Source: an optimization exercise on an open RTL-to-GDS flow (aim: small area and a short achievable clock period). Production flows keep margins and buffers that such runs may drop.
No run shown here included a check of the RTL's function; only the layout flow was run.

## flow/run.sh

```bash
#!/bin/bash
# synth_recipe.tcl (not shown) runs the flow's synth.tcl, then flattens the netlist and writes it again
# the make line also repeats each setting of config.mk as NAME=value (left out here)
make -C /OpenROAD-flow-scripts/flow DESIGN_CONFIG=/design/flow/config.mk WORK_HOME=/design/flow/orfs CLKGATE_MAP_FILE= SYNTH_SCRIPT=/design/flow/synth_recipe.tcl finish
```

## flow/config.mk

```make
export PLATFORM = sky130hd
export DESIGN_NAME = square_extractor
export DESIGN_NICKNAME = square_extractor
export VERILOG_FILES = /design/flow/design.v
export SDC_FILE = /design/flow/constraint.sdc
export NUM_CORES = 8
export LEC_CHECK = 0
export ABC_AREA = 1
export CAP_MARGIN = 20
export CORE_MARGIN = 2
export CORE_UTILIZATION = 40
export SETUP_SLACK_MARGIN = 4.0
export SLEW_MARGIN = 20
```

## flow/constraint.sdc

```tcl
create_clock -name core_clock -period 5.5 [get_ports {clk}]
set_input_delay 1.1000 -clock core_clock [delete_from_list [all_inputs] [get_ports {clk}]]
set_output_delay 1.1000 -clock core_clock [all_outputs]
set_load 0.01 [all_outputs]
```

## flow/design.v

```verilog
module square_cell #(
	parameter J = 1
)(
	input  [J:0]   r,      
	input  [J-1:0] qn,     
	input  [1:0]   b,      
	output [J+1:0] nr,
	output [J:0]   nqn
);
	wire [J+1:0] s = {1'b0, r} + {1'b0, 1'b1, qn} + {{(J+1){1'b0}}, |b};
	wire ge = s[J+1];
	assign nqn = {qn, ~ge};
	assign nr[1:0]   = ge ? {~(b[1] ^ b[0]), ~b[0]} : b;
	assign nr[J+1:2] = ge ? s[J-1:0] : r[J-1:0];
endmodule
module square_extractor #(
	parameter WIDTH = 32
)(
	input clk,     
	input rst_n,   
	input din_valid,
	input [2 * WIDTH - 1:0]radicand,
	output dout_valid,
	output [WIDTH - 1:0]dout,
	output [2 * WIDTH - 1:0]remainder
);
	wire [0:0] qn1;
	wire [1:0] r1;
	assign qn1 = ~(|radicand[63:62]);
	assign r1 = {radicand[63] & radicand[62], radicand[63] & ~radicand[62]};
	wire [61:0] x1 = radicand[61:0];
	reg v_s0;
	reg [0:0] qn_s0;
	reg [1:0] r_s0;
	reg [61:0] x_s0;
	always @(posedge clk or negedge rst_n)
		if (!rst_n) v_s0 <= 1'b0;
		else v_s0 <= din_valid;
	always @(posedge clk) begin qn_s0 <= qn1; r_s0 <= r1; x_s0 <= x1; end
	wire [0:0] qn1_in = qn_s0;
	wire [1:0] r1_in = r_s0;
	wire [61:0] x1_in = x_s0;
	wire [1:0] qn2;
	wire [2:0] r2;
	square_cell #(.J(1)) u_row1 (.r(r1_in), .qn(qn1_in), .b(x1_in[61:60]), .nr(r2), .nqn(qn2));
	wire [59:0] x2 = x1_in[59:0];
	reg v_s1;
	reg [1:0] qn_s1;
	reg [2:0] r_s1;
	reg [59:0] x_s1;
	always @(posedge clk or negedge rst_n)
		if (!rst_n) v_s1 <= 1'b0;
		else v_s1 <= v_s0;
	always @(posedge clk) begin qn_s1 <= qn2; r_s1 <= r2; x_s1 <= x2; end
	wire [1:0] qn2_in = qn_s1;
	wire [2:0] r2_in = r_s1;
	wire [59:0] x2_in = x_s1;
	wire [2:0] qn3;
	wire [3:0] r3;
	square_cell #(.J(2)) u_row2 (.r(r2_in), .qn(qn2_in), .b(x2_in[59:58]), .nr(r3), .nqn(qn3));
	wire [57:0] x3 = x2_in[57:0];
	reg v_s2;
	reg [2:0] qn_s2;
	reg [3:0] r_s2;
	reg [57:0] x_s2;
	always @(posedge clk or negedge rst_n)
		if (!rst_n) v_s2 <= 1'b0;
		else v_s2 <= v_s1;
	always @(posedge clk) begin qn_s2 <= qn3; r_s2 <= r3; x_s2 <= x3; end
	wire [2:0] qn3_in = qn_s2;
	wire [3:0] r3_in = r_s2;
	wire [57:0] x3_in = x_s2;
	wire [3:0] qn4;
	wire [4:0] r4;
	square_cell #(.J(3)) u_row3 (.r(r3_in), .qn(qn3_in), .b(x3_in[57:56]), .nr(r4), .nqn(qn4));
	wire [55:0] x4 = x3_in[55:0];
	reg v_s3;
	reg [3:0] qn_s3;
	reg [4:0] r_s3;
	reg [55:0] x_s3;
	always @(posedge clk or negedge rst_n)
		if (!rst_n) v_s3 <= 1'b0;
		else v_s3 <= v_s2;
	always @(posedge clk) begin qn_s3 <= qn4; r_s3 <= r4; x_s3 <= x4; end
	wire [3:0] qn4_in = qn_s3;
	wire [4:0] r4_in = r_s3;
	wire [55:0] x4_in = x_s3;
	wire [4:0] qn5;
	wire [5:0] r5;
	square_cell #(.J(4)) u_row4 (.r(r4_in), .qn(qn4_in), .b(x4_in[55:54]), .nr(r5), .nqn(qn5));
	wire [53:0] x5 = x4_in[53:0];
	reg v_s4;
	reg [4:0] qn_s4;
	reg [5:0] r_s4;
	reg [53:0] x_s4;
	always @(posedge clk or negedge rst_n)
		if (!rst_n) v_s4 <= 1'b0;
		else v_s4 <= v_s3;
	always @(posedge clk) begin qn_s4 <= qn5; r_s4 <= r5; x_s4 <= x5; end
	wire [4:0] qn5_in = qn_s4;
	wire [5:0] r5_in = r_s4;
	wire [53:0] x5_in = x_s4;
	wire [5:0] qn6;
	wire [6:0] r6;
	square_cell #(.J(5)) u_row5 (.r(r5_in), .qn(qn5_in), .b(x5_in[53:52]), .nr(r6), .nqn(qn6));
	wire [51:0] x6 = x5_in[51:0];
	reg v_s5;
	reg [5:0] qn_s5;
	reg [6:0] r_s5;
	reg [51:0] x_s5;
	always @(posedge clk or negedge rst_n)
		if (!rst_n) v_s5 <= 1'b0;
		else v_s5 <= v_s4;
	always @(posedge clk) begin qn_s5 <= qn6; r_s5 <= r6; x_s5 <= x6; end
	wire [5:0] qn6_in = qn_s5;
	wire [6:0] r6_in = r_s5;
	wire [51:0] x6_in = x_s5;
	wire [6:0] qn7;
	wire [7:0] r7;
	square_cell #(.J(6)) u_row6 (.r(r6_in), .qn(qn6_in), .b(x6_in[51:50]), .nr(r7), .nqn(qn7));
	wire [49:0] x7 = x6_in[49:0];
	reg v_s6;
	reg [6:0] qn_s6;
	reg [7:0] r_s6;
	reg [49:0] x_s6;
	always @(posedge clk or negedge rst_n)
		if (!rst_n) v_s6 <= 1'b0;
		else v_s6 <= v_s5;
	always @(posedge clk) begin qn_s6 <= qn7; r_s6 <= r7; x_s6 <= x7; end
	wire [6:0] qn7_in = qn_s6;
	wire [7:0] r7_in = r_s6;
	wire [49:0] x7_in = x_s6;
	wire [7:0] qn8;
	wire [8:0] r8;
	square_cell #(.J(7)) u_row7 (.r(r7_in), .qn(qn7_in), .b(x7_in[49:48]), .nr(r8), .nqn(qn8));
	wire [47:0] x8 = x7_in[47:0];
	reg v_s7;
	reg [7:0] qn_s7;
	reg [8:0] r_s7;
	reg [47:0] x_s7;
	always @(posedge clk or negedge rst_n)
		if (!rst_n) v_s7 <= 1'b0;
		else v_s7 <= v_s6;
	always @(posedge clk) begin qn_s7 <= qn8; r_s7 <= r8; x_s7 <= x8; end
	wire [7:0] qn8_in = qn_s7;
	wire [8:0] r8_in = r_s7;
	wire [47:0] x8_in = x_s7;
	wire [8:0] qn9;
	wire [9:0] r9;
	square_cell #(.J(8)) u_row8 (.r(r8_in), .qn(qn8_in), .b(x8_in[47:46]), .nr(r9), .nqn(qn9));
	wire [45:0] x9 = x8_in[45:0];
	reg v_s8;
	reg [8:0] qn_s8;
	reg [9:0] r_s8;
	reg [45:0] x_s8;
	always @(posedge clk or negedge rst_n)
		if (!rst_n) v_s8 <= 1'b0;
		else v_s8 <= v_s7;
	always @(posedge clk) begin qn_s8 <= qn9; r_s8 <= r9; x_s8 <= x9; end
	wire [8:0] qn9_in = qn_s8;
	wire [9:0] r9_in = r_s8;
	wire [45:0] x9_in = x_s8;
	wire [9:0] qn10;
	wire [10:0] r10;
	square_cell #(.J(9)) u_row9 (.r(r9_in), .qn(qn9_in), .b(x9_in[45:44]), .nr(r10), .nqn(qn10));
	wire [43:0] x10 = x9_in[43:0];
	reg v_s9;
	reg [9:0] qn_s9;
	reg [10:0] r_s9;
	reg [43:0] x_s9;
	always @(posedge clk or negedge rst_n)
		if (!rst_n) v_s9 <= 1'b0;
		else v_s9 <= v_s8;
	always @(posedge clk) begin qn_s9 <= qn10; r_s9 <= r10; x_s9 <= x10; end
	wire [9:0] qn10_in = qn_s9;
	wire [10:0] r10_in = r_s9;
	wire [43:0] x10_in = x_s9;
	wire [10:0] qn11;
	wire [11:0] r11;
	square_cell #(.J(10)) u_row10 (.r(r10_in), .qn(qn10_in), .b(x10_in[43:42]), .nr(r11), .nqn(qn11));
	wire [41:0] x11 = x10_in[41:0];
	reg v_s10;
	reg [10:0] qn_s10;
	reg [11:0] r_s10;
	reg [41:0] x_s10;
	always @(posedge clk or negedge rst_n)
		if (!rst_n) v_s10 <= 1'b0;
		else v_s10 <= v_s9;
	always @(posedge clk) begin qn_s10 <= qn11; r_s10 <= r11; x_s10 <= x11; end
	wire [10:0] qn11_in = qn_s10;
	wire [11:0] r11_in = r_s10;
	wire [41:0] x11_in = x_s10;
	wire [11:0] qn12;
	wire [12:0] r12;
	square_cell #(.J(11)) u_row11 (.r(r11_in), .qn(qn11_in), .b(x11_in[41:40]), .nr(r12), .nqn(qn12));
	wire [39:0] x12 = x11_in[39:0];
	reg v_s11;
	reg [11:0] qn_s11;
	reg [12:0] r_s11;
	reg [39:0] x_s11;
	always @(posedge clk or negedge rst_n)
		if (!rst_n) v_s11 <= 1'b0;
		else v_s11 <= v_s10;
	always @(posedge clk) begin qn_s11 <= qn12; r_s11 <= r12; x_s11 <= x12; end
	wire [11:0] qn12_in = qn_s11;
	wire [12:0] r12_in = r_s11;
	wire [39:0] x12_in = x_s11;
	wire [12:0] qn13;
	wire [13:0] r13;
	square_cell #(.J(12)) u_row12 (.r(r12_in), .qn(qn12_in), .b(x12_in[39:38]), .nr(r13), .nqn(qn13));
	wire [37:0] x13 = x12_in[37:0];
	reg v_s12;
	reg [12:0] qn_s12;
	reg [13:0] r_s12;
	reg [37:0] x_s12;
	always @(posedge clk or negedge rst_n)
		if (!rst_n) v_s12 <= 1'b0;
		else v_s12 <= v_s11;
	always @(posedge clk) begin qn_s12 <= qn13; r_s12 <= r13; x_s12 <= x13; end
	wire [12:0] qn13_in = qn_s12;
	wire [13:0] r13_in = r_s12;
	wire [37:0] x13_in = x_s12;
	wire [13:0] qn14;
	wire [14:0] r14;
	square_cell #(.J(13)) u_row13 (.r(r13_in), .qn(qn13_in), .b(x13_in[37:36]), .nr(r14), .nqn(qn14));
	wire [35:0] x14 = x13_in[35:0];
	reg v_s13;
	reg [13:0] qn_s13;
	reg [14:0] r_s13;
	reg [35:0] x_s13;
	always @(posedge clk or negedge rst_n)
		if (!rst_n) v_s13 <= 1'b0;
		else v_s13 <= v_s12;
	always @(posedge clk) begin qn_s13 <= qn14; r_s13 <= r14; x_s13 <= x14; end
	wire [13:0] qn14_in = qn_s13;
	wire [14:0] r14_in = r_s13;
	wire [35:0] x14_in = x_s13;
	wire [14:0] qn15;
	wire [15:0] r15;
	square_cell #(.J(14)) u_row14 (.r(r14_in), .qn(qn14_in), .b(x14_in[35:34]), .nr(r15), .nqn(qn15));
	wire [33:0] x15 = x14_in[33:0];
	reg v_s14;
	reg [14:0] qn_s14;
	reg [15:0] r_s14;
	reg [33:0] x_s14;
	always @(posedge clk or negedge rst_n)
		if (!rst_n) v_s14 <= 1'b0;
		else v_s14 <= v_s13;
	always @(posedge clk) begin qn_s14 <= qn15; r_s14 <= r15; x_s14 <= x15; end
	wire [14:0] qn15_in = qn_s14;
	wire [15:0] r15_in = r_s14;
	wire [33:0] x15_in = x_s14;
	wire [15:0] qn16;
	wire [16:0] r16;
	square_cell #(.J(15)) u_row15 (.r(r15_in), .qn(qn15_in), .b(x15_in[33:32]), .nr(r16), .nqn(qn16));
	wire [31:0] x16 = x15_in[31:0];
	reg v_s15;
	reg [15:0] qn_s15;
	reg [16:0] r_s15;
	reg [31:0] x_s15;
	always @(posedge clk or negedge rst_n)
		if (!rst_n) v_s15 <= 1'b0;
		else v_s15 <= v_s14;
	always @(posedge clk) begin qn_s15 <= qn16; r_s15 <= r16; x_s15 <= x16; end
	wire [15:0] qn16_in = qn_s15;
	wire [16:0] r16_in = r_s15;
	wire [31:0] x16_in = x_s15;
	wire [16:0] qn17;
	wire [17:0] r17;
	square_cell #(.J(16)) u_row16 (.r(r16_in), .qn(qn16_in), .b(x16_in[31:30]), .nr(r17), .nqn(qn17));
	wire [29:0] x17 = x16_in[29:0];
	reg v_s16;
	reg [16:0] qn_s16;
	reg [17:0] r_s16;
	reg [29:0] x_s16;
	always @(posedge clk or negedge rst_n)
		if (!rst_n) v_s16 <= 1'b0;
		else v_s16 <= v_s15;
	always @(posedge clk) begin qn_s16 <= qn17; r_s16 <= r17; x_s16 <= x17; end
	wire [16:0] qn17_in = qn_s16;
	wire [17:0] r17_in = r_s16;
	wire [29:0] x17_in = x_s16;
	wire [17:0] qn18;
	wire [18:0] r18;
	square_cell #(.J(17)) u_row17 (.r(r17_in), .qn(qn17_in), .b(x17_in[29:28]), .nr(r18), .nqn(qn18));
	wire [27:0] x18 = x17_in[27:0];
	reg v_s17;
	reg [17:0] qn_s17;
	reg [18:0] r_s17;
	reg [27:0] x_s17;
	always @(posedge clk or negedge rst_n)
		if (!rst_n) v_s17 <= 1'b0;
		else v_s17 <= v_s16;
	always @(posedge clk) begin qn_s17 <= qn18; r_s17 <= r18; x_s17 <= x18; end
	wire [17:0] qn18_in = qn_s17;
	wire [18:0] r18_in = r_s17;
	wire [27:0] x18_in = x_s17;
	wire [18:0] qn19;
	wire [19:0] r19;
	square_cell #(.J(18)) u_row18 (.r(r18_in), .qn(qn18_in), .b(x18_in[27:26]), .nr(r19), .nqn(qn19));
	wire [25:0] x19 = x18_in[25:0];
	reg v_s18;
	reg [18:0] qn_s18;
	reg [19:0] r_s18;
	reg [25:0] x_s18;
	always @(posedge clk or negedge rst_n)
		if (!rst_n) v_s18 <= 1'b0;
		else v_s18 <= v_s17;
	always @(posedge clk) begin qn_s18 <= qn19; r_s18 <= r19; x_s18 <= x19; end
	wire [18:0] qn19_in = qn_s18;
	wire [19:0] r19_in = r_s18;
	wire [25:0] x19_in = x_s18;
	wire [19:0] qn20;
	wire [20:0] r20;
	square_cell #(.J(19)) u_row19 (.r(r19_in), .qn(qn19_in), .b(x19_in[25:24]), .nr(r20), .nqn(qn20));
	wire [23:0] x20 = x19_in[23:0];
	reg v_s19;
	reg [19:0] qn_s19;
	reg [20:0] r_s19;
	reg [23:0] x_s19;
	always @(posedge clk or negedge rst_n)
		if (!rst_n) v_s19 <= 1'b0;
		else v_s19 <= v_s18;
	always @(posedge clk) begin qn_s19 <= qn20; r_s19 <= r20; x_s19 <= x20; end
	wire [19:0] qn20_in = qn_s19;
	wire [20:0] r20_in = r_s19;
	wire [23:0] x20_in = x_s19;
	wire [20:0] qn21;
	wire [21:0] r21;
	square_cell #(.J(20)) u_row20 (.r(r20_in), .qn(qn20_in), .b(x20_in[23:22]), .nr(r21), .nqn(qn21));
	wire [21:0] x21 = x20_in[21:0];
	reg v_s20;
	reg [20:0] qn_s20;
	reg [21:0] r_s20;
	reg [21:0] x_s20;
	always @(posedge clk or negedge rst_n)
		if (!rst_n) v_s20 <= 1'b0;
		else v_s20 <= v_s19;
	always @(posedge clk) begin qn_s20 <= qn21; r_s20 <= r21; x_s20 <= x21; end
	wire [20:0] qn21_in = qn_s20;
	wire [21:0] r21_in = r_s20;
	wire [21:0] x21_in = x_s20;
	wire [21:0] qn22;
	wire [22:0] r22;
	square_cell #(.J(21)) u_row21 (.r(r21_in), .qn(qn21_in), .b(x21_in[21:20]), .nr(r22), .nqn(qn22));
	wire [19:0] x22 = x21_in[19:0];
	reg v_s21;
	reg [21:0] qn_s21;
	reg [22:0] r_s21;
	reg [19:0] x_s21;
	always @(posedge clk or negedge rst_n)
		if (!rst_n) v_s21 <= 1'b0;
		else v_s21 <= v_s20;
	always @(posedge clk) begin qn_s21 <= qn22; r_s21 <= r22; x_s21 <= x22; end
	wire [21:0] qn22_in = qn_s21;
	wire [22:0] r22_in = r_s21;
	wire [19:0] x22_in = x_s21;
	wire [22:0] qn23;
	wire [23:0] r23;
	square_cell #(.J(22)) u_row22 (.r(r22_in), .qn(qn22_in), .b(x22_in[19:18]), .nr(r23), .nqn(qn23));
	wire [17:0] x23 = x22_in[17:0];
	reg v_s22;
	reg [22:0] qn_s22;
	reg [23:0] r_s22;
	reg [17:0] x_s22;
	always @(posedge clk or negedge rst_n)
		if (!rst_n) v_s22 <= 1'b0;
		else v_s22 <= v_s21;
	always @(posedge clk) begin qn_s22 <= qn23; r_s22 <= r23; x_s22 <= x23; end
	wire [22:0] qn23_in = qn_s22;
	wire [23:0] r23_in = r_s22;
	wire [17:0] x23_in = x_s22;
	wire [23:0] qn24;
	wire [24:0] r24;
	square_cell #(.J(23)) u_row23 (.r(r23_in), .qn(qn23_in), .b(x23_in[17:16]), .nr(r24), .nqn(qn24));
	wire [15:0] x24 = x23_in[15:0];
	reg v_s23;
	reg [23:0] qn_s23;
	reg [24:0] r_s23;
	reg [15:0] x_s23;
	always @(posedge clk or negedge rst_n)
		if (!rst_n) v_s23 <= 1'b0;
		else v_s23 <= v_s22;
	always @(posedge clk) begin qn_s23 <= qn24; r_s23 <= r24; x_s23 <= x24; end
	wire [23:0] qn24_in = qn_s23;
	wire [24:0] r24_in = r_s23;
	wire [15:0] x24_in = x_s23;
	wire [24:0] qn25;
	wire [25:0] r25;
	square_cell #(.J(24)) u_row24 (.r(r24_in), .qn(qn24_in), .b(x24_in[15:14]), .nr(r25), .nqn(qn25));
	wire [13:0] x25 = x24_in[13:0];
	reg v_s24;
	reg [24:0] qn_s24;
	reg [25:0] r_s24;
	reg [13:0] x_s24;
	always @(posedge clk or negedge rst_n)
		if (!rst_n) v_s24 <= 1'b0;
		else v_s24 <= v_s23;
	always @(posedge clk) begin qn_s24 <= qn25; r_s24 <= r25; x_s24 <= x25; end
	wire [24:0] qn25_in = qn_s24;
	wire [25:0] r25_in = r_s24;
	wire [13:0] x25_in = x_s24;
	wire [25:0] qn26;
	wire [26:0] r26;
	square_cell #(.J(25)) u_row25 (.r(r25_in), .qn(qn25_in), .b(x25_in[13:12]), .nr(r26), .nqn(qn26));
	wire [11:0] x26 = x25_in[11:0];
	reg v_s25;
	reg [25:0] qn_s25;
	reg [26:0] r_s25;
	reg [11:0] x_s25;
	always @(posedge clk or negedge rst_n)
		if (!rst_n) v_s25 <= 1'b0;
		else v_s25 <= v_s24;
	always @(posedge clk) begin qn_s25 <= qn26; r_s25 <= r26; x_s25 <= x26; end
	wire [25:0] qn26_in = qn_s25;
	wire [26:0] r26_in = r_s25;
	wire [11:0] x26_in = x_s25;
	wire [26:0] qn27;
	wire [27:0] r27;
	square_cell #(.J(26)) u_row26 (.r(r26_in), .qn(qn26_in), .b(x26_in[11:10]), .nr(r27), .nqn(qn27));
	wire [9:0] x27 = x26_in[9:0];
	reg v_s26;
	reg [26:0] qn_s26;
	reg [27:0] r_s26;
	reg [9:0] x_s26;
	always @(posedge clk or negedge rst_n)
		if (!rst_n) v_s26 <= 1'b0;
		else v_s26 <= v_s25;
	always @(posedge clk) begin qn_s26 <= qn27; r_s26 <= r27; x_s26 <= x27; end
	wire [26:0] qn27_in = qn_s26;
	wire [27:0] r27_in = r_s26;
	wire [9:0] x27_in = x_s26;
	wire [27:0] qn28;
	wire [28:0] r28;
	square_cell #(.J(27)) u_row27 (.r(r27_in), .qn(qn27_in), .b(x27_in[9:8]), .nr(r28), .nqn(qn28));
	wire [7:0] x28 = x27_in[7:0];
	reg v_s27;
	reg [27:0] qn_s27;
	reg [28:0] r_s27;
	reg [7:0] x_s27;
	always @(posedge clk or negedge rst_n)
		if (!rst_n) v_s27 <= 1'b0;
		else v_s27 <= v_s26;
	always @(posedge clk) begin qn_s27 <= qn28; r_s27 <= r28; x_s27 <= x28; end
	wire [27:0] qn28_in = qn_s27;
	wire [28:0] r28_in = r_s27;
	wire [7:0] x28_in = x_s27;
	wire [28:0] qn29;
	wire [29:0] r29;
	square_cell #(.J(28)) u_row28 (.r(r28_in), .qn(qn28_in), .b(x28_in[7:6]), .nr(r29), .nqn(qn29));
	wire [5:0] x29 = x28_in[5:0];
	reg v_s28;
	reg [28:0] qn_s28;
	reg [29:0] r_s28;
	reg [5:0] x_s28;
	always @(posedge clk or negedge rst_n)
		if (!rst_n) v_s28 <= 1'b0;
		else v_s28 <= v_s27;
	always @(posedge clk) begin qn_s28 <= qn29; r_s28 <= r29; x_s28 <= x29; end
	wire [28:0] qn29_in = qn_s28;
	wire [29:0] r29_in = r_s28;
	wire [5:0] x29_in = x_s28;
	wire [29:0] qn30;
	wire [30:0] r30;
	square_cell #(.J(29)) u_row29 (.r(r29_in), .qn(qn29_in), .b(x29_in[5:4]), .nr(r30), .nqn(qn30));
	wire [3:0] x30 = x29_in[3:0];
	reg v_s29;
	reg [29:0] qn_s29;
	reg [30:0] r_s29;
	reg [3:0] x_s29;
	always @(posedge clk or negedge rst_n)
		if (!rst_n) v_s29 <= 1'b0;
		else v_s29 <= v_s28;
	always @(posedge clk) begin qn_s29 <= qn30; r_s29 <= r30; x_s29 <= x30; end
	wire [29:0] qn30_in = qn_s29;
	wire [30:0] r30_in = r_s29;
	wire [3:0] x30_in = x_s29;
	wire [30:0] qn31;
	wire [31:0] r31;
	square_cell #(.J(30)) u_row30 (.r(r30_in), .qn(qn30_in), .b(x30_in[3:2]), .nr(r31), .nqn(qn31));
	wire [1:0] x31 = x30_in[1:0];
	reg v_s30;
	reg [30:0] qn_s30;
	reg [31:0] r_s30;
	reg [1:0] x_s30;
	always @(posedge clk or negedge rst_n)
		if (!rst_n) v_s30 <= 1'b0;
		else v_s30 <= v_s29;
	always @(posedge clk) begin qn_s30 <= qn31; r_s30 <= r31; x_s30 <= x31; end
	wire [30:0] qn31_in = qn_s30;
	wire [31:0] r31_in = r_s30;
	wire [1:0] x31_in = x_s30;
	wire [31:0] qn32;
	wire [32:0] r32;
	square_cell #(.J(31)) u_row31 (.r(r31_in), .qn(qn31_in), .b(x31_in[1:0]), .nr(r32), .nqn(qn32));
	reg v_s31;
	reg [31:0] qn_s31;
	reg [32:0] r_s31;
	always @(posedge clk or negedge rst_n)
		if (!rst_n) v_s31 <= 1'b0;
		else v_s31 <= v_s30;
	always @(posedge clk) begin qn_s31 <= qn32; r_s31 <= r32; end
	wire [31:0] qn32_in = qn_s31;
	wire [32:0] r32_in = r_s31;
	assign dout_valid = v_s31;
	assign dout = ~qn32_in;
	assign remainder = {31'b0, r32_in};
endmodule
```

==> out/results.ini, run 1 <==
[timing]
fin_crit_ns=2.43
holdWs_ns=0.286
setup_tns_ns=0
clock_skew_ns=0.0721
timing_hold_violations_final=0
maxSlewHeadroom_pct=55.8
fmax_mhz=411
setup_violations=0
setup_ws_ns=3.07
worst_pin_slew_ns=0.661
rsz0062_at_grt=true
timing.final.crit_share_pct=44.2
slew_violations=0

[synth]
seq_area_frac_synth_pct=53.5
synthArstFlopShare_pct=1.52
avgSynthCellArea_um2=8.47
ys_seq_elements=2112
netlist_area_um2=79300
synthFlopType=dfxtp_1
synthTopCellsByArea=dfxtp_1 (53%), nand2_1 (14%), ha_1 (7.8%), inv_1 (5.2%), nand3_1 (3.6%)
synth_top_area_share_pct=52.5
synthCells=9359
synth_edf_count=0
yosysWarnings=1
synth_top_area_cell=dfxtp_1
synth_cell_type_count=51

[global_route]
grt_max_degree=33
grt_pass1_wl_um=332000
grt_overflow=0
antenna_found_initial=5
grt_util_all_layers_pct=20.6
grt_pass1_vias=60927

[die]
initial_core_util_pct=40.2
rows=163
dieArea_um2=202000
fp.dieW_um=449
floorplan.core_area_um2=197000
fp.dieH_um=449
io_pins=164

[worst_setup_path]
cp_slowest_cell=fa_2
cp_data_arrival_time_ns=3.13
path_max_fanout=5
worstPathRequired_ns=6.20
critPathBufInv=3
cp_top_family=adder cells
crit_type=reg -> reg
worstPathCellList=inv_2 > ha_4 > fa_2 > fa_2 > nor2_4 > nor2_4 > o21ai_2 > nand4_1 > nand3_4 > buf_12 > inv_12 > nand2_4 > nand2_1
critPathLaunchType=register
slowest_delay_ns=0.38
cp-end-kind=register

[placement]
dpl.hpwl_um=149000
port_buffers=132
gp_congestion=0.916
place_ws_ns=2.40

[clock_tree]
path_clk_slew_ns=0.06
clock_sinks=2112
cts_root_buf=clkbuf_16
cts_made_buffers=210
cts_tree=done
clkLatencyLatePin_ns=0.86
cts_max_path_buffers=3
htreeDepth=4

[job]
maxCapViolations=0

[routing]
routed_wl_um=215000
dr.first_iter.drc_count=3800
drcViolationCount=0
drt_first_pass_iters=6
ant_nets=0
num_vias=61708
avgViaCountPerCell=4.77
routedWlPerCell_um=16.6

[status]
outcome=finished clean

[cells_and_area]
utilization_pct=53.5
final_layout_size_suffix_gt1_share_pct=25.9
nNetsFinal=10720
syn2layout_area_growth_pct=33.2

[min_path]
min_path_type=reg -> reg

cell usage after synthesis (4+ instances only):
master,instances
a21boi_0,4
dfxtp_1,2080
or2_2,10
a31oi_1,9
inv_2,22
dfrtp_1,32
o21a_1,6
a21oi_1,348
buf_2,53
o21ai_0,217
nand2_2,14
o31ai_1,4
inv_1,1092
nand4_1,78
xnor2_1,124
nand3_2,9
o21bai_1,54
o21ai_1,65
nor2_1,541
buf_6,12
nand3_1,578
ha_1,495
buf_4,49
nand2_1,3061
or2_1,4
a21o_1,20
and2_1,16
nor3_1,62
nand3b_1,67
fa_1,60
xor2_1,141
metrics by stage:
step	cell area [um2]	cells
after floorplan	81300	9389
after global placement	84800	12047
after detailed placement	84800	12047
after CTS	101000	12825
after global routing	106000	12925
final	106000	12926
placed cells by master, fill, tap and decap left out, types with 30 or more instances in the layout:
cell type | netlist | final
nand3_1 | 578 | 371
o21bai_1 | 54 | 50
fa_2 | 0 | 60
inv_1 | 1092 | 987
dfrtp_1 | 32 | 32
nand2_2 | 14 | 454
inv_2 | 22 | 99
nand2_1 | 3061 | 2282
buf_6 | 12 | 133
nand3_4 | 2 | 72
nand3_2 | 9 | 150
dfxtp_2 | 0 | 127
buf_2 | 53 | 32
nor3_1 | 62 | 46
ha_1 | 495 | 396
nor2_2 | 2 | 33
nand3b_1 | 67 | 67
inv_16 | 0 | 30
conb_1 | 1 | 31
clkinv_2 | 0 | 42
bufinv_16 | 0 | 31
buf_12 | 0 | 55
xor2_1 | 141 | 125
nand4_1 | 78 | 78
nor2_1 | 541 | 495
o21ai_1 | 65 | 59
o21ai_0 | 217 | 89
buf_4 | 49 | 203
ha_4 | 0 | 85
xnor2_1 | 124 | 100
a21oi_2 | 1 | 34
dfxtp_1 | 2080 | 1945
clkdlybuf4s50_1 | 0 | 66
nand2_4 | 1 | 328
clkbuf_16 | 0 | 210
clkbuf_8 | 0 | 41
a21oi_1 | 348 | 308
o21ai_2 | 2 | 110
registers in the layout (all words and copies together) (netlist names), 33 cells and up:
| signal | count |
|---|---|
| r_s31 | 33 |
| x_s0 | 62 |
| x_s1 | 60 |
| x_s10 | 42 |
| x_s11 | 40 |
| x_s12 | 38 |
| x_s13 | 36 |
| x_s14 | 34 |
| x_s2 | 58 |
| x_s3 | 56 |
| x_s4 | 54 |
| x_s5 | 52 |
| x_s6 | 50 |
| x_s7 | 48 |
| x_s8 | 46 |
| x_s9 | 44 |
final timing paths:
check / startpoint / endpoint / cells past startpoint / slack [ns]
setup / recovery: x_s20[20]$_DFF_P_ / r_s21[21]$_DFF_P_ / 13 / 3.07
hold / removal: x_s14[2]$_DFF_P_ / x_s15[2]$_DFF_P_ / 0 / 0.29
setup reg to reg: x_s20[20]$_DFF_P_ / r_s21[21]$_DFF_P_ / 13 / 3.07
hold reg to reg: x_s14[2]$_DFF_P_ / x_s15[2]$_DFF_P_ / 0 / 0.29
max in group asynchronous: rst_n / v_s31$_DFF_PN0_ / 2 / 4.54
min in group asynchronous: rst_n / v_s15$_DFF_PN0_ / 2 / 0.64
layout make-up:
type                            instances  area (um2)
Timing Repair inverter                 83        1320
Multi-Input combinational cell       6057       40500
Clock buffer                          279        5920
Antenna cell                            1        2.50
Clock inverter                        120        1740
Fill cell                           17812       91600
Sequential cell                      2112       42600
Tap cell                             2640        3300
Inverter                             1119        4630
Timing Repair Buffer                  515        5570
cells by family (layout without fill, tap and decap cells):
group | after synthesis | count (layout) | synth area share [%]
muxes | 1 | 1 | 0.0142
DFF | 2112 | 2112 | 53.5
buffers and inverters | 1237 | 2116 | 6.30
xor gates and xnor gates | 265 | 265 | 2.93
other | 1 | 32 | 0.00473
AOI/OAI and AO/OA | 735 | 735 | 4.96
adders and majority gates | 555 | 555 | 9.32
and+or+nand+nor | 4453 | 4470 | 23.0
per-layer routing:
metal  up-vias  track usage (%)  wire (um)  part of all wire, %
met2      1360             35.2     104000                   48
met1     28858             26.5      94500                   44
met4         0             7.43       7170                  3.3
li1      31082                -          -                    -
met5         -                0          0                    0
met3       408             2.93       9750                  4.5
what timing repair did:
item                        CTS  global route
hold buffers                  0             0
setup endpoints to repair   649           651
gates cloned                109             6
setup buffers               270            94
resized for setup          1712           866
pin swaps                   363           254
==> run 2, diff against run 1 <==
--- a/flow/config.mk
+++ b/flow/config.mk
@@ -9,5 +9,5 @@
 export CAP_MARGIN = 20
 export CORE_MARGIN = 2
 export CORE_UTILIZATION = 40
-export SETUP_SLACK_MARGIN = 4.0
+export SETUP_SLACK_MARGIN = 5.0
 export SLEW_MARGIN = 20
==> run 2 against run 1 <==
  * Still clean on timing, DRC and antenna
  * Wire length increased by 0.46%
  * Global-route usage grew 0.12 points
  * Clock-buffer cell count up 2
  * Critical path depth down 12
  * Sequential cell count did not move
  * Sequential share of layout area rose by 0.23 points
  * Die area stayed put
  * Critical path type is now reg -> out
  * Largest cell class unchanged
  * Highest routed layer is now met5
==> out/results.ini, run 2 <==
[clock_tree]
htreeDepth=4  ; unchanged
cts_tree=done
cts_max_path_buffers=3  ; unchanged
cts_hold_buf=0  ; unchanged
clock_sinks=2112  ; unchanged
path_clk_slew_ns=0.07  ; about the same
cts_made_buffers=209  ; -0.48%
clkLatencyLatePin_ns=0.86  ; about the same
cts_root_buf=clkbuf_16

[synth]
synth_edf_count=0  ; unchanged
synth_cell_type_count=51  ; unchanged
ys_seq_elements=2112  ; unchanged
synthCells=9359  ; unchanged
synthArstFlopShare_pct=1.52  ; unchanged
netlist_area_um2=79300  ; unchanged
synth_top_area_share_pct=52.5  ; unchanged
seq_area_frac_synth_pct=53.5  ; unchanged
synth_top_area_cell=dfxtp_1
avgSynthCellArea_um2=8.47  ; unchanged
yosys-top-cells-count=nand2_1 (3,061), dfxtp_1 (2,080), inv_1 (1,092), nand3_1 (578), nor2_1 (541)
yosysWarnings=1  ; unchanged
synthFlopType=dfxtp_1
yosysMostFrequentCell=nand2_1
synthTopCellsByArea=dfxtp_1 (53%), nand2_1 (14%), ha_1 (7.8%), inv_1 (5.2%), nand3_1 (3.6%)

[worst_setup_path]
critPathLaunchType=register
worstPathCellList=buf_6
slowest_delay_ns=0.36  ; -0.02 ns
crit_type=reg -> out
critPathBufInv=1  ; -2
cp_slowest_cell=dfxtp_2
worstReg2RegStart=x_s22[17]$_DFF_P_
reg2reg_to=r_s23[3]$_DFF_P_
path_max_fanout=1  ; -4
rrSetupSlack_ns=3.08  ; about the same
cp_top_family=flip-flops
worstPathRequired_ns=4.40  ; -1.80 ns
cp_data_arrival_time_ns=1.33  ; -1.80 ns
reg2reg_depth=15  ; +2
cp-end-kind=output port

[routing]
drt_first_pass_iters=6  ; unchanged
routed_wl_um=216000  ; +0.46%
drcViolationCount=0  ; unchanged
num_vias=61746  ; +0.062%
dr.first_iter.drc_count=3524  ; -7.3%
avgViaCountPerCell=4.77  ; about the same
ant_nets=0  ; unchanged
routedWlPerCell_um=16.7  ; +0.40%

[timing]
maxSlewHeadroom_pct=53.2  ; -2.6 points
worst_pin_slew_ns=0.699  ; +0.0383 ns
fmax_mhz=412  ; +0.20%
timing.final.crit_share_pct=44.1  ; -0.088 points
clock_skew_ns=0.0585  ; -0.0135 ns
timing_hold_violations_final=0  ; unchanged
setup_tns_ns=0  ; unchanged
fin_crit_ns=2.43  ; -0.00483 ns
rsz0062_at_grt=true
slew_violations=0  ; unchanged
setup_violations=0  ; unchanged

[placement]
gp_congestion=0.922  ; +0.63%
dpl.hpwl_um=150000  ; +0.72%
post_dp_cell_area_um2=84800  ; +0.11%
port_buffers=132  ; unchanged

[cells_and_area]
utilization_pct=53.5  ; about the same
largestRegisters=x_s0 (62), x_s1 (60), x_s2 (58)
syn2layout_area_growth_pct=33.1  ; about the same
fin_area_um2=106000  ; about the same
top_register=x_s0
nFillCells=17751  ; -0.34%
nNetsFinal=10731  ; +0.10%
final_layout_size_suffix_gt1_share_pct=27.3  ; +1.3 points
largest_register_ffs=62  ; unchanged
layout_commonest_cell=nand2_1
layout_common_cells=nand2_1 (2,318), dfxtp_1 (1,803), inv_1 (954)

[die]
dieArea_um2=202000  ; unchanged
floorplan.core_area_um2=197000  ; unchanged
fp.dieW_um=449  ; unchanged
initial_core_util_pct=40.2  ; unchanged
fp.dieH_um=449  ; unchanged
io_pins=164  ; unchanged
rows=163  ; unchanged

[job]
maxCapViolations=0  ; unchanged

[status]
outcome=finished clean

[global_route]
grt_util_all_layers_pct=20.8  ; +0.12 points
grt_pass1_vias=60652  ; -0.45%
grt_overflow=0  ; unchanged
antenna_found_initial=10  ; +5
grt_max_degree=18  ; -45%
grt_pass1_wl_um=333000  ; +0.16%

[min_path]
min_path_type=in -> async

## run 2: worst max-delay path by stage
| stage | startpoint | endpoint | slack, ns | cells past startpoint |
|---|---|---|---|---|
| after floorplan | x_s20[20]$_DFF_P_ | r_s21[13]$_DFF_P_ | 3.23 | 13 |
| after global placement | x_s28[4]$_DFF_P_ | r_s29[27]$_DFF_P_ | 2.44 | 16 |
| after detailed placement | x_s28[4]$_DFF_P_ | r_s29[30]$_DFF_P_ | 2.40 | 16 |
| after CTS | v_s31$_DFF_PN0_ | dout_valid | 2.99 | 1 |
| after global routing | x_s14[32]$_DFF_P_ | r_s15[10]$_DFF_P_ | 2.96 | 16 |
| final | r_s31[21]$_DFF_P_ | remainder[21] | 3.07 | 1 |
## run 2: stage by stage
step	setup WS [ns]	hold WS, ns	std cells
2_1_floorplan	3.23	0.310	9389
3_3_place_gp	2.44	0.310	12046
3_5_place_dp	2.40	0.312	12046
4_1_cts	2.99	0.288	12825
5_1_grt	2.96	0.209	12931
6_report	3.07	0.252	12934
## run 2: layer usage
layer | vias up | GRT usage (%) | wire, um
met4 | 2 | 6.67 | 6490
met1 | 28917 | 26.6 | 94300
li1 | 31060 | - | -
met3 | 359 | 3.17 | 10600
met2 | 1408 | 35.7 | 105000
met5 | - | 0 | 9
## run 2: layout make-up
| class | count | area (um2) | area share (%) |
|---|---|---|---|
| Tap cell | 2640 | 3300 | 3.13 |
| Timing Repair Buffer | 518 | 5650 | 5.36 |
| Antenna cell | 6 | 15.0 | 0.0142 |
| Sequential cell | 2112 | 42800 | 40.6 |
| Inverter | 1119 | 4620 | 4.38 |
| Clock inverter | 109 | 1510 | 1.43 |
| Multi-Input combinational cell | 6065 | 40300 | 38.2 |
| Timing Repair inverter | 84 | 1330 | 1.26 |
| Clock buffer | 281 | 5960 | 5.65 |
## run 2: cells by family (layout without fill, tap and decap cells)
group	Yosys count	in the layout	share of synthesized area, %
flip-flops	2112	2112	53.5
AO/OA/AOI/OAI	735	735	4.96
adder cells (fa/ha/maj)	555	555	9.32
other	1	37	0.00473
AND/OR/NAND/NOR	4453	4478	23.0
multiplexers	1	1	0.0142
XOR/XNOR	265	265	2.93
buffers and inverters	1237	2111	6.30
## run 2: what timing repair did
| action | in CTS | in global routing |
|---|---|---|
| buffers inserted | 276 | 98 |
| pin swaps | 346 | 277 |
| gates cloned | 113 | 5 |
| resized for setup | 1954 | 801 |
| endpoints found under the setup margin | 864 | 728 |
==> run 3, diff against run 2 <==
--- a/flow/design.v
+++ b/flow/design.v
@@ -7,11 +7,10 @@
 	output [J+1:0] nr,
 	output [J:0]   nqn
 );
-	wire [J+1:0] s = {1'b0, r} + {1'b0, 1'b1, qn} + {{(J+1){1'b0}}, |b};
-	wire ge = s[J+1];
+	wire [J+2:0] d = {r, b} + {1'b1, qn, 2'b11};
+	wire ge = ~d[J+2];
 	assign nqn = {qn, ~ge};
-	assign nr[1:0]   = ge ? {~(b[1] ^ b[0]), ~b[0]} : b;
-	assign nr[J+1:2] = ge ? s[J-1:0] : r[J-1:0];
+	assign nr = ge ? d[J+1:0] : {r[J-1:0], b};
 endmodule
 module square_extractor #(
 	parameter WIDTH = 32
--- a/flow/config.mk
+++ b/flow/config.mk
@@ -9,5 +9,5 @@
 export CAP_MARGIN = 20
 export CORE_MARGIN = 2
 export CORE_UTILIZATION = 40
-export SETUP_SLACK_MARGIN = 5.0
+export SETUP_SLACK_MARGIN = 3
 export SLEW_MARGIN = 20
==> run 3 against run 2 <==
  * Area after synthesis increased by 4.8%
  * Clock-buffer cell count increased by 5
  * Largest cell class unchanged
==> out/results.ini, run 3 <==
[routing]
num_vias=65228  ; +5.6%
avgViaCountPerCell=4.88  ; +2.3%
routedWlPerCell_um=17.8  ; +6.4%
drt_first_pass_iters=6  ; unchanged
dr.first_iter.drc_count=4609  ; +31%
routed_wl_um=237000  ; +9.9%
drcViolationCount=0  ; unchanged
ant_nets=0  ; unchanged

[synth]
yosysWarnings=1  ; unchanged
synth_top_area_cell=dfxtp_1
avgSynthCellArea_um2=8.15  ; -3.8%
yosysMostFrequentCell=nand2_1
seq_area_frac_synth_pct=51.1  ; -2.5 points
yosys-top-cells-count=nand2_1 (3,336), dfxtp_1 (2,080), inv_1 (1,087), nand3_1 (670), nor2_1 (574)
synth_edf_count=0  ; unchanged
netlist_area_um2=83100  ; +4.8%
synthFlopType=dfxtp_1
synthCells=10201  ; +9.0%
synth_cell_type_count=49  ; -3.9%
ys_seq_elements=2112  ; unchanged
synth_top_area_share_pct=50.1  ; -2.4 points
synthTopCellsByArea=dfxtp_1 (50%), nand2_1 (15%), ha_1 (7.9%), inv_1 (4.9%), nand3_1 (4.0%)
synthArstFlopShare_pct=1.52  ; unchanged

[cells_and_area]
antennaDiodeCount=0  ; -6
layout_commonest_cell=nand2_1
final_layout_size_suffix_gt1_share_pct=6.95  ; -20 points
layout_common_cells=nand2_1 (3,298), dfxtp_1 (2,037), inv_1 (1,082)
utilization_pct=46.2  ; -7.3 points
nFillCells=20308  ; +14%
fin_cells=13361  ; +3.3%
largest_register_ffs=62  ; unchanged
largestRegisters=x_s0 (62), x_s1 (60), x_s2 (58)
top_register=x_s0
nNetsFinal=11074  ; +3.2%
syn2layout_area_growth_pct=15.1

[clock_tree]
cts_max_path_buffers=3  ; unchanged
htreeDepth=4  ; unchanged
path_clk_slew_ns=0.06  ; about the same
cts_root_buf=clkbuf_16
cts_tree=done
cts_made_buffers=211  ; +0.96%
clkLatencyLatePin_ns=0.83  ; -0.03 ns
clock_sinks=2112  ; unchanged

[worst_setup_path]
cp_top_family=flip-flops
path_max_fanout=1  ; unchanged
worstPathRequired_ns=4.40  ; about the same
critPathBufInv=1  ; unchanged
cp-end-kind=output port
crit_type=reg -> out
critPathLaunchType=register
cp_data_arrival_time_ns=1.36  ; +0.03 ns
worstSetupStartpoint=v_s31$_DFF_PN0_
worstPathCellList=buf_2
worstReg2RegStart=r_s29[17]$_DFF_P_
cp_slowest_cell=dfrtp_1
slowest_delay_ns=0.38  ; +0.02 ns

[placement]
gp_congestion=0.961  ; +4.2%
port_buffers=132  ; unchanged
place_ws_ns=2.54  ; +0.145 ns
dp_cells=12930  ; +7.3%
dpl.hpwl_um=185000  ; +24%

[global_route]
grt_overflow=0  ; unchanged
grt_pass1_vias=63382  ; +4.5%
antenna_found_initial=4  ; -6
grt_max_degree=34  ; +16
grt_util_all_layers_pct=21.8  ; +1.1 points
grt_pass1_wl_um=361000  ; +8.5%

[timing]
rsz0062_at_grt=true
clock_skew_ns=0.0631  ; +0.00451 ns
worst_pin_slew_ns=0.763  ; +0.0635 ns
setup_ws_ns=3.04  ; -0.0365 ns
fmax_mhz=406  ; -1.5%
setup_tns_ns=0  ; unchanged
fin_crit_ns=2.46  ; +0.0365 ns
timing.final.crit_share_pct=44.8  ; +0.66 points
maxSlewHeadroom_pct=49.1  ; -4.1 points
slew_violations=0  ; unchanged
timing_hold_violations_final=0  ; unchanged
setup_violations=0  ; unchanged

[die]
fp.dieH_um=460  ; +2.4%
rows=167  ; +2.5%
initial_core_util_pct=40.2  ; about the same
io_pins=164  ; unchanged
floorplan.core_area_um2=207000  ; +4.9%
dieArea_um2=211000  ; +4.8%
fp.dieW_um=460  ; +2.4%

[status]
outcome=finished clean

[min_path]
min_path_type=reg -> reg
min_from=x_s4[26]$_DFF_P_

[job]
maxCapViolations=0  ; unchanged

[run 3: changes by cell type after synthesis, moves of 54 or more]
cell | before | now
xor2_1 | 141 | 249
nand2_1 | 3061 | 3336
fa_1 | 60 | 0
nand3b_1 | 67 | 13
a21oi_1 | 348 | 524
nand4_1 | 78 | 155
nand2_2 | 14 | 70
o21ai_0 | 217 | 335
nand3_1 | 578 | 670
[run 3: what timing repair did]
action,CTS,global route
gates cloned,6,9
setup buffers,9,17
setup endpoints to repair,469,445
hold buffers,0,0
pin swaps,8,19
resized for setup,367,161
[run 3: final cells by class]
cell class	instances	area (um2)	share of cell area, %
clock buffer	286	6020	6.29
clock inverter	104	1370	1.43
inverter	1089	4090	4.27
multi-input combinational	6905	36900	38.6
sequential	2112	42500	44.4
tap	2704	3380	3.54
timing repair buffer	161	1350	1.41
[run 3: path summary, 6_finish.rpt]
kind	end	cells past startpoint	slack, ns
min in group asynchronous	v_s0$_DFF_PN0_	2	0.65
worst max register to register	r_s30[14]$_DFF_P_	10	3.04
max in group asynchronous	v_s30$_DFF_PN0_	2	4.56
worst max-delay path	dout_valid	1	3.04
worst min-delay path	x_s5[26]$_DFF_P_	0	0.28
worst min register to register	x_s5[26]$_DFF_P_	0	0.28
[run 3: layer usage]
metal	part of all wire, %	track usage [%]	vias up	wire (um)
met4	3.8	8.25	0	8930
met3	4.8	2.91	398	11300
met2	47	37.0	1633	111000
met1	45	28.2	30048	106000
met5	0	0	-	0
li1	-	-	33149	-
[run 3: metrics by stage]
| step | hold slack [ns] | area (um2) |
|---|---|---|
| 3_5_place_dp | 0.312 | 87000 |
| 5_1_grt | 0.289 | 95600 |
| 6_report | 0.280 | 95600 |
| 2_1_floorplan | 0.310 | 83200 |
| 4_1_cts | 0.280 | 94700 |
| 3_3_place_gp | 0.310 | 87000 |
[run 3: cell families after synthesis]
family / share of synthesized area [%]
compound gates: 6.74
xor+xnor: 3.47
fa+ha+maj: 7.93
buf+inv: 6.11
flops: 51.1
other cells: 0.00451
simple gates: 24.7
==> run 4, diff against run 3 <==
--- a/flow/config.mk
+++ b/flow/config.mk
@@ -9,5 +9,5 @@
 export CAP_MARGIN = 20
 export CORE_MARGIN = 2
 export CORE_UTILIZATION = 40
-export SETUP_SLACK_MARGIN = 3
+export SETUP_SLACK_MARGIN = 2.5
 export SLEW_MARGIN = 20
==> run 4 against run 3 <==
  * Wire length down 2.4%
  * Area after synthesis unchanged
  * Clock-buffer cell count unchanged
  * Register-to-register slack worse by 0.38 ns
  * Non-clock buffer count down 26
  * First-iteration DRC count down 0.61%
  * Critical endpoint is now dout[5]
  * Highest routed layer unchanged
==> out/results.ini, run 4 <==
[status]
outcome=finished clean

[clock_tree]
cts_made_buffers=211  ; unchanged
htreeDepth=4  ; unchanged
cts_max_path_buffers=3  ; unchanged
clock_sinks=2112  ; unchanged
path_clk_slew_ns=0.06  ; about the same
clkLatencyLatePin_ns=0.83  ; about the same
cts_tree=done
cts_root_buf=clkbuf_16

[placement]
post_dp_cell_area_um2=87000  ; unchanged
dpl.hpwl_um=185000  ; unchanged
gp_congestion=0.961  ; unchanged
dp_cells=12930  ; unchanged
port_buffers=132  ; unchanged

[timing]
fmax_mhz=352  ; -13%
clock_skew_ns=0.0632  ; +0.000163 ns
fin_crit_ns=2.84  ; +0.378 ns
setup_violations=0  ; unchanged
worst_pin_slew_ns=0.922  ; +0.159 ns
timing.final.crit_share_pct=51.6  ; +6.9 points
timing_hold_violations_final=0  ; unchanged
rsz0062_at_grt=false
slew_violations=0  ; unchanged
setup_tns_ns=0  ; unchanged
maxSlewHeadroom_pct=38.5  ; -11 points

[synth]
avgSynthCellArea_um2=8.15  ; unchanged
netlist_area_um2=83100  ; unchanged
synthFlopType=dfxtp_1
synth_top_area_cell=dfxtp_1
seq_area_frac_synth_pct=51.1  ; unchanged
yosysWarnings=1  ; unchanged
synthTopCellsByArea=dfxtp_1 (50%), nand2_1 (15%), ha_1 (7.9%), inv_1 (4.9%), nand3_1 (4.0%)
synth_top_area_share_pct=50.1  ; unchanged
synth_edf_count=0  ; unchanged
synthArstFlopShare_pct=1.52  ; unchanged
synth_cell_type_count=49  ; unchanged
ys_seq_elements=2112  ; unchanged
synthCells=10201  ; unchanged
yosysMostFrequentCell=nand2_1
yosys-top-cells-count=nand2_1 (3,336), dfxtp_1 (2,080), inv_1 (1,087), nand3_1 (670), nor2_1 (574)

[worst_setup_path]
crit_type=reg -> out
critPathLaunchType=register
rrSetupSlack_ns=2.66  ; -0.38 ns
cp-end-kind=output port
cp_data_arrival_time_ns=1.74  ; +0.38 ns
worstPathRequired_ns=4.40  ; about the same
path_max_fanout=1  ; unchanged

[routing]
dr_wl_met3_um=10600  ; -5.9%
routed_wl_um=232000  ; -2.4%
drt_first_pass_iters=6  ; unchanged
highest_layer=met4
route.met2.wl_um=109000  ; -2.1%
drcViolationCount=0  ; unchanged
routedWlPerCell_um=17.4  ; -2.1%
drt-met1-wl_um=103000  ; -2.4%
ant_nets=0  ; unchanged
dr.first_iter.drc_count=4581  ; -0.61%
avgViaCountPerCell=4.85  ; -0.55%
num_vias=64672  ; -0.85%

[global_route]
grt_max_degree=35  ; +2.9%
grt_overflow=0  ; unchanged
grt_pass1_vias=62907  ; -0.75%
grt_pass1_wl_um=357000  ; -1.0%
antenna_found_initial=3  ; -1
grt_util_all_layers_pct=21.6  ; -0.27 points

[min_path]
min_path_type=reg -> reg

[cells_and_area]
layout_common_cells=nand2_1 (3,332), dfxtp_1 (2,080), inv_1 (1,087)
largestRegisters=x_s0 (62), x_s1 (60), x_s2 (58)
syn2layout_area_growth_pct=13.6
utilization_pct=45.6  ; -0.58 points
fin_area_um2=94400  ; -1.3%
layout_commonest_cell=nand2_1
top_register=x_s0
fin_cells=13321  ; -0.30%
final_layout_size_suffix_gt1_share_pct=4.60  ; -2.4 points
largest_register_ffs=62  ; unchanged
nNetsFinal=11033  ; -0.37%

[job]
maxCapViolations=0  ; unchanged

[die]
initial_core_util_pct=40.2  ; unchanged
dieArea_um2=211000  ; unchanged
fp.dieW_um=460  ; unchanged
rows=167  ; unchanged
io_pins=164  ; unchanged
floorplan.core_area_um2=207000  ; unchanged
fp.dieH_um=460  ; unchanged

## run 4: repair_timing
item,in CTS,in global routing
gates resized for setup,1,14
setup endpoints to repair,1,83
buffers inserted,0,0
hold endpoints to repair,0,0
hold buffers,0,0
## run 4: kinds of logic after synthesis
family / share of synthesized area, %
AO/OA/AOI/OAI: 6.74
XOR/XNOR: 3.47
adder cells (fa/ha/maj): 7.93
buffers and inverters: 6.11
flip-flops: 51.1
other: 0.00451
AND/OR/NAND/NOR: 24.7
## run 4: worst max-delay path, stage by stage (launching register included)
cell	delay, ns
dfxtp_1	0.33
inv_1	0.06
clkdlybuf4s50_1	0.52
## run 4: path summary, 6_finish.rpt
| kind | from | end | cells past startpoint |
|---|---|---|---|
| hold reg to reg | x_s4[26]$_DFF_P_ | x_s5[26]$_DFF_P_ | 0 |
| setup reg to reg | qn_s25[11]$_DFF_P_ | r_s26[24]$_DFF_P_ | 10 |
| max in group asynchronous | rst_n | v_s30$_DFF_PN0_ | 2 |
| hold / removal | x_s4[26]$_DFF_P_ | x_s5[26]$_DFF_P_ | 0 |
| min in group asynchronous | rst_n | v_s0$_DFF_PN0_ | 2 |
| setup / recovery | qn_s31[5]$_DFF_P_ | dout[5] | 2 |
## run 4: metrics by stage
step	hold slack, ns	setup slack, ns
after floorplan	0.310	3.57
after global placement	0.310	2.45
after detailed placement	0.312	2.54
after CTS	0.280	2.52
after global routing	0.289	2.51
final	0.282	2.66
## run 4: routing by layer
metal	vias up	GRT usage, %
met5	-	0
met4	0	8.07
met3	398	2.92
met2	1581	36.6
met1	29664	27.8
li1	33029	-
## run 4: area by class of cell
type / count / area [um2]
fill: 20393 / 112000
antenna: 1 / 2.50
clock inverter: 104 / 1370
sequential: 2112 / 42400
timing repair buffer: 135 / 1350
clock buffer: 286 / 6020
inverter: 1089 / 4090
multi-input combinational: 6890 / 35800
tap: 2704 / 3380
==> run 5, diff against run 4 <==
--- a/flow/config.mk
+++ b/flow/config.mk
@@ -9,5 +9,6 @@
 export CAP_MARGIN = 20
 export CORE_MARGIN = 2
 export CORE_UTILIZATION = 40
-export SETUP_SLACK_MARGIN = 2.5
+export CTS_BUF_LIST = sky130_fd_sc_hd__clkbuf_8
+export SETUP_SLACK_MARGIN = 3
 export SLEW_MARGIN = 20
==> run 5 against run 4 <==
  * Still clean
  * Wire length is 3.2% higher
  * Register-to-register slack better by 0.40 ns
  * Clock skew is 0.028 ns higher
  * Critical path depth is 1 lower
  * Synthesized cell count stayed put
  * Fmax is 7.4% higher
  * Highest routed layer unchanged
==> out/results.ini, run 5 <==
[status]
outcome=finished clean

[global_route]
grt_util_all_layers_pct=22.0  ; +0.41 points
use_met3_pct=3.13  ; +0.22 points
top_usage_layer=met2
grt_max_degree=35  ; unchanged
grt_use_met1_pct=28.0  ; +0.21 points
use_met2_pct=37.0  ; +0.38 points
grt_pass1_wl_um=364000  ; +1.8%
grt_overflow=0  ; unchanged
grt_pass1_vias=64566  ; +2.6%
antenna_found_initial=5  ; +2

[timing]
rsz0062_at_grt=true
fmax_mhz=378  ; +7.4%
clock_skew_ns=0.0909  ; +0.0277 ns
worst_pin_slew_ns=0.799  ; -0.122 ns
setup_violations=0  ; unchanged
timing_hold_violations_final=0  ; unchanged
timing.final.crit_share_pct=48.1  ; -3.6 points
maxSlewHeadroom_pct=46.6  ; +8.1 points
fin_crit_ns=2.64  ; -0.196 ns
slew_violations=0  ; unchanged
setup_tns_ns=0  ; unchanged

[synth]
avgSynthCellArea_um2=8.15  ; unchanged
synthFlopType=dfxtp_1
seq_area_frac_synth_pct=51.1  ; unchanged
synth_top_area_share_pct=50.1  ; unchanged
yosysWarnings=1  ; unchanged
ys_seq_elements=2112  ; unchanged
synthArstFlopShare_pct=1.52  ; unchanged
yosys-top-cells-count=nand2_1 (3,336), dfxtp_1 (2,080), inv_1 (1,087), nand3_1 (670), nor2_1 (574)
synthCells=10201  ; unchanged
synth_cell_type_count=49  ; unchanged
synth_edf_count=0  ; unchanged
synth_top_area_cell=dfxtp_1
synthTopCellsByArea=dfxtp_1 (50%), nand2_1 (15%), ha_1 (7.9%), inv_1 (4.9%), nand3_1 (4.0%)
yosysMostFrequentCell=nand2_1
netlist_area_um2=83100  ; unchanged

[worst_setup_path]
critPathBufInv=1  ; -1
path_max_fanout=1  ; unchanged
critPathLaunchType=register
cp_data_arrival_time_ns=1.54  ; -0.20 ns
worstPathCellList=buf_2
cp_slowest_cell=dfrtp_1
cp_top_family=flip-flops
slowest_delay_ns=0.38  ; -0.14 ns
crit_type=reg -> out
worstPathRequired_ns=4.40  ; about the same
cp-end-kind=output port

[cells_and_area]
utilization_pct=46.3  ; +0.65 points
largestRegisters=x_s0 (62), x_s1 (60), x_s2 (58)
layout_commonest_cell=nand2_1
layout_common_cells=nand2_1 (3,302), dfxtp_1 (2,025), inv_1 (1,155)
fin_cells=13576  ; +1.9%
multiInputGateArea_um2=36900  ; +3.2%
top_register=x_s0
final_layout_size_suffix_gt1_share_pct=8.45  ; +3.8 points
nNetsFinal=11210  ; +1.6%
syn2layout_area_growth_pct=15.2
regArea_um2=42500  ; +0.16%
nFillCells=20447  ; +0.26%
fin_area_um2=95800  ; +1.4%
largest_register_ffs=62  ; unchanged

[placement]
post_dp_cell_area_um2=87000  ; unchanged
dp_cells=12930  ; unchanged
dpl.hpwl_um=185000  ; unchanged
port_buffers=132  ; unchanged
gp_congestion=0.961  ; unchanged

[routing]
routedWlPerCell_um=17.6  ; +1.3%
routed_wl_um=239000  ; +3.2%
drt_first_pass_iters=5  ; -1
dr.first_iter.drc_count=4491  ; -2.0%
num_vias=66117  ; +2.2%
drcViolationCount=0  ; unchanged
ant_nets=0  ; unchanged
avgViaCountPerCell=4.87  ; +0.31%

[job]
maxCapViolations=0  ; unchanged

[die]
fp.dieH_um=460  ; unchanged
fp.dieW_um=460  ; unchanged
dieArea_um2=211000  ; unchanged
io_pins=164  ; unchanged
initial_core_util_pct=40.2  ; unchanged
rows=167  ; unchanged
floorplan.core_area_um2=207000  ; unchanged

[clock_tree]
htreeDepth=5  ; +1
cts_root_buf=clkbuf_8
path_clk_slew_ns=0.06  ; about the same
cts_max_path_buffers=4  ; +1
cts_hold_buf=0  ; unchanged
cts_tree=done
cts_made_buffers=355  ; +68%
clock_sinks=2112  ; unchanged
clkLatencyLatePin_ns=1.03  ; +0.20 ns

[min_path]
min_path_type=reg -> reg

==> run 5: cell counts after synthesis <==
Identical to the previous run, type by type.
==> run 5: kinds of logic after synthesis <==
logic type,synth area share (%)
buffers and inverters,6.11
AND/OR/NAND/NOR,24.7
AO/OA/AOI/OAI,6.74
other,0.00451
XOR/XNOR,3.47
adder cells (fa/ha/maj),7.93
flip-flops,51.1
==> run 5: final timing paths <==
| path | start | endpoint | slack [ns] | cells past startpoint |
|---|---|---|---|---|
| setup / recovery | v_s31$_DFF_PN0_ | dout_valid | 2.86 | 1 |
| hold / removal | x_s2[29]$_DFF_P_ | x_s3[29]$_DFF_P_ | 0.27 | 0 |
| setup reg to reg | qn_s28[24]$_DFF_P_ | r_s29[17]$_DFF_P_ | 3.06 | 11 |
| hold reg to reg | x_s2[29]$_DFF_P_ | x_s3[29]$_DFF_P_ | 0.27 | 0 |
| max in group asynchronous | rst_n | v_s2$_DFF_PN0_ | 4.72 | 2 |
| min in group asynchronous | rst_n | v_s3$_DFF_PN0_ | 0.48 | 2 |
==> run 5: timing repair <==
item / CTS / global route
endpoints found under the setup margin: 478 / 492
cloned: 5 / 10
pin swaps: 8 / 22
buffers inserted: 2 / 16
resized for setup: 408 / 176
==> run 5: per-stage QoR <==
step	hold slack, ns	setup slack [ns]
final	0.274	2.86
after global routing	0.277	2.72
after CTS	0.264	2.70
after detailed placement	0.312	2.54
after global placement	0.310	2.45
after floorplan	0.310	3.57
==> run 5: metal layers <==
metal,vias to the layer above,wire [um]
met5,-,0
met4,0,10100
met3,518,11900
met2,1841,112000
met1,30288,105000
li1,33470,-
==> run 5: final cells by class <==
type	count	area share, %
clock buffer	455	6.54
inverter	1089	4.27
clock inverter	154	1.11
tap	2704	3.53
multi-input combinational	6905	38.6
timing repair buffer	153	1.59
sequential	2112	44.4
antenna	4	0.0105
==> run 6, diff against run 5 <==
--- a/flow/config.mk
+++ b/flow/config.mk
@@ -9,6 +9,7 @@
 export CAP_MARGIN = 20
 export CORE_MARGIN = 2
 export CORE_UTILIZATION = 40
-export CTS_BUF_LIST = sky130_fd_sc_hd__clkbuf_8
+export CTS_CLUSTER_DIAMETER = 60
+export CTS_CLUSTER_SIZE = 30
 export SETUP_SLACK_MARGIN = 3
 export SLEW_MARGIN = 20
==> run 6 against run 5 <==
  * Still clean on timing, DRC and antenna
  * Non-clock buffer count rose by 6
  * Synthesized cell count did not move
  * Clock-buffer cell count fell by 299
  * Critical path type is now reg -> reg
==> out/results.ini, run 6 <==
[status]
outcome=finished clean

[routing]
highest_layer=met4
ant_nets=0  ; unchanged
drcViolationCount=0  ; unchanged
drt_first_pass_iters=7  ; +2
dr.first_iter.drc_count=4464  ; -0.60%
route.met2.wl_um=110000  ; -1.8%

[synth]
synth-compound-area-share_pct=6.74  ; unchanged
yosysMostFrequentCell=nand2_1
yosys-top-cells-count=nand2_1 (3,336), dfxtp_1 (2,080), inv_1 (1,087), nand3_1 (670), nor2_1 (574)
seq_area_frac_synth_pct=51.1  ; unchanged
yosys.area_share.simple_pct=24.7  ; unchanged
synthCells=10201  ; unchanged
yosysWarnings=1  ; unchanged
ys_seq_elements=2112  ; unchanged
synthArstFlopShare_pct=1.52  ; unchanged
yosys.area_share.xor_xnor_pct=3.47  ; unchanged

[die]
fp.dieH_um=460  ; unchanged
rows=167  ; unchanged
floorplan.core_area_um2=207000  ; unchanged
io_pins=164  ; unchanged
fp.dieW_um=460  ; unchanged
initial_core_util_pct=40.2  ; unchanged

[cells_and_area]
regArea_um2=42500  ; about the same
fin_area_um2=93700  ; -2.1%
nNetsFinal=11007  ; -1.8%
largest_register_ffs=62  ; unchanged
utilization_pct=45.3  ; -0.99 points
largestRegisters=x_s0 (62), x_s1 (60), x_s2 (58)
final_layout_size_suffix_gt1_share_pct=6.07  ; -2.4 points

[clock_tree]
cts_tree=done
clock_sinks=2112  ; unchanged
cts_root_buf=clkbuf_16
path_clk_slew_ns=0.10  ; +0.04 ns
htreeDepth=4  ; -1
cts_max_path_buffers=3  ; -1

[global_route]
antenna_found_initial=6  ; +1
grt_max_degree=35  ; unchanged

[placement]
port_buffers=132  ; unchanged
place_ws_ns=2.54  ; unchanged
dpl.hpwl_um=185000  ; unchanged

[worst_setup_path]
critPathLaunchType=register
cp-end-kind=register
path_max_fanout=6  ; +5
worstPathRequired_ns=6.20  ; +1.80 ns

[timing]
holdWs_ns=0.306  ; +0.0322 ns
fmax_mhz=401  ; +6.1%
clock_skew_ns=0.0344  ; -0.0565 ns

-- run 6: changes by cell type in the layout (fill, tap and decap cells not counted), sizes merged --
cell | previous run | this run
nand3 | 684 | 685
nand2 | 3429 | 3428
clkinvlp | 9 | 3
clkinv | 43 | 27
buf | 87 | 90
bufinv | 13 | 1
diode | 4 | 2
inv | 1178 | 1163
clkdlybuf4s15 | 0 | 3
clkbuf | 455 | 156
-- run 6: final cells by class --
type | instances | area share, %
sequential | 2112 | 45.3
multi-input combinational | 6905 | 39.4
inverter | 1089 | 4.36
clock buffer | 156 | 4.05
tap | 2704 | 3.61
clock inverter | 105 | 1.76
timing repair buffer | 159 | 1.44
antenna | 2 | 0.00534
-- run 6: routing by layer --
layer	global-route usage [%]	up-vias
met1	28.0	29773
met5	0	-
li1	-	32964
met2	36.6	1600
met4	8.41	0
met3	2.62	394
-- run 6: critical path: stages (launching register included) --
cell,delay [ns]
dfxtp_1,0.48
ha_1,0.37
nand2_1,0.21
o21ai_0,0.17
nand2_1,0.09
nand2_1,0.09
a21oi_4,0.21
buf_4,0.17
nand3_4,0.19
buf_12,0.22
nand3_1,0.07
nand2_1,0.10
-- run 6: cells by family after synthesis --
group,Yosys count
flip-flops,2112
XOR/XNOR,328
other,1
AO/OA/AOI/OAI,1038
buffers and inverters,1229
AND/OR/NAND/NOR,4966
adder cells (fa/ha/maj),527
-- run 6: what timing repair did --
| action | in CTS | in global routing |
|---|---|---|
| gates cloned | 4 | 11 |
| endpoints found under the setup margin | 476 | 445 |
| pin swaps | 5 | 21 |
| buffers inserted | 2 | 22 |
| resized for setup | 368 | 155 |
-- run 6: final timing paths --
kind	start	end	depth (start not counted)
min reg2reg	x_s11[27]$_DFF_P_	x_s12[27]$_DFF_P_	0
min in group asynchronous	rst_n	v_s13$_DFF_PN0_	2
max in group asynchronous	rst_n	v_s23$_DFF_PN0_	2
max	r_s24[19]$_DFF_P_	r_s25[18]$_DFF_P_	11
max reg2reg	r_s24[19]$_DFF_P_	r_s25[18]$_DFF_P_	11
min	x_s11[27]$_DFF_P_	x_s12[27]$_DFF_P_	0

## port drivers added, routing unchanged
No port has a modelled driver above. Below, the same layouts with a new extraction and two added sets of constraints.
Step 1 assumes that a clkbuf_16 drives the clock port and a buf_2 every other input.
Step 2 adds t to the input delays and takes it off the output delays; t is the mean of the earliest and latest rising clock arrival at the registers after step 1. Input paths then give back, and output paths get back, about the clock's delay inside the block.
a / b / c = ideal ports / drivers / drivers and shift; a / b = the first two.
| run | t, ns | setup slack, ns | worst setup path at the end | clock arrival spread, ns | pins driven straight from the clock port |
|---|---|---|---|---|---|
| run 1 | 0.913 | 3.069 / 2.987 / 3.069 | register to register | 0.086 / 0.086 | 1 |
| run 2 | 0.910 | 3.074 / 2.991 / 3.078 | register to register | 0.066 / 0.066 | 1 |
| run 3 | 0.909 | 3.038 / 2.944 / 3.040 | register to register | 0.092 / 0.093 | 1 |
| run 4 | 0.913 | 2.659 / 2.561 / 2.663 | register to register | 0.088 / 0.088 | 1 |
| run 5 | 1.094 | 2.856 / 2.763 / 3.065 | register to register | 0.131 / 0.131 | 1 |
| run 6 | 0.906 | 3.009 / 2.942 / 3.009 | register to register | 0.058 / 0.058 | 1 |
After both steps every run listed still meets setup and hold.
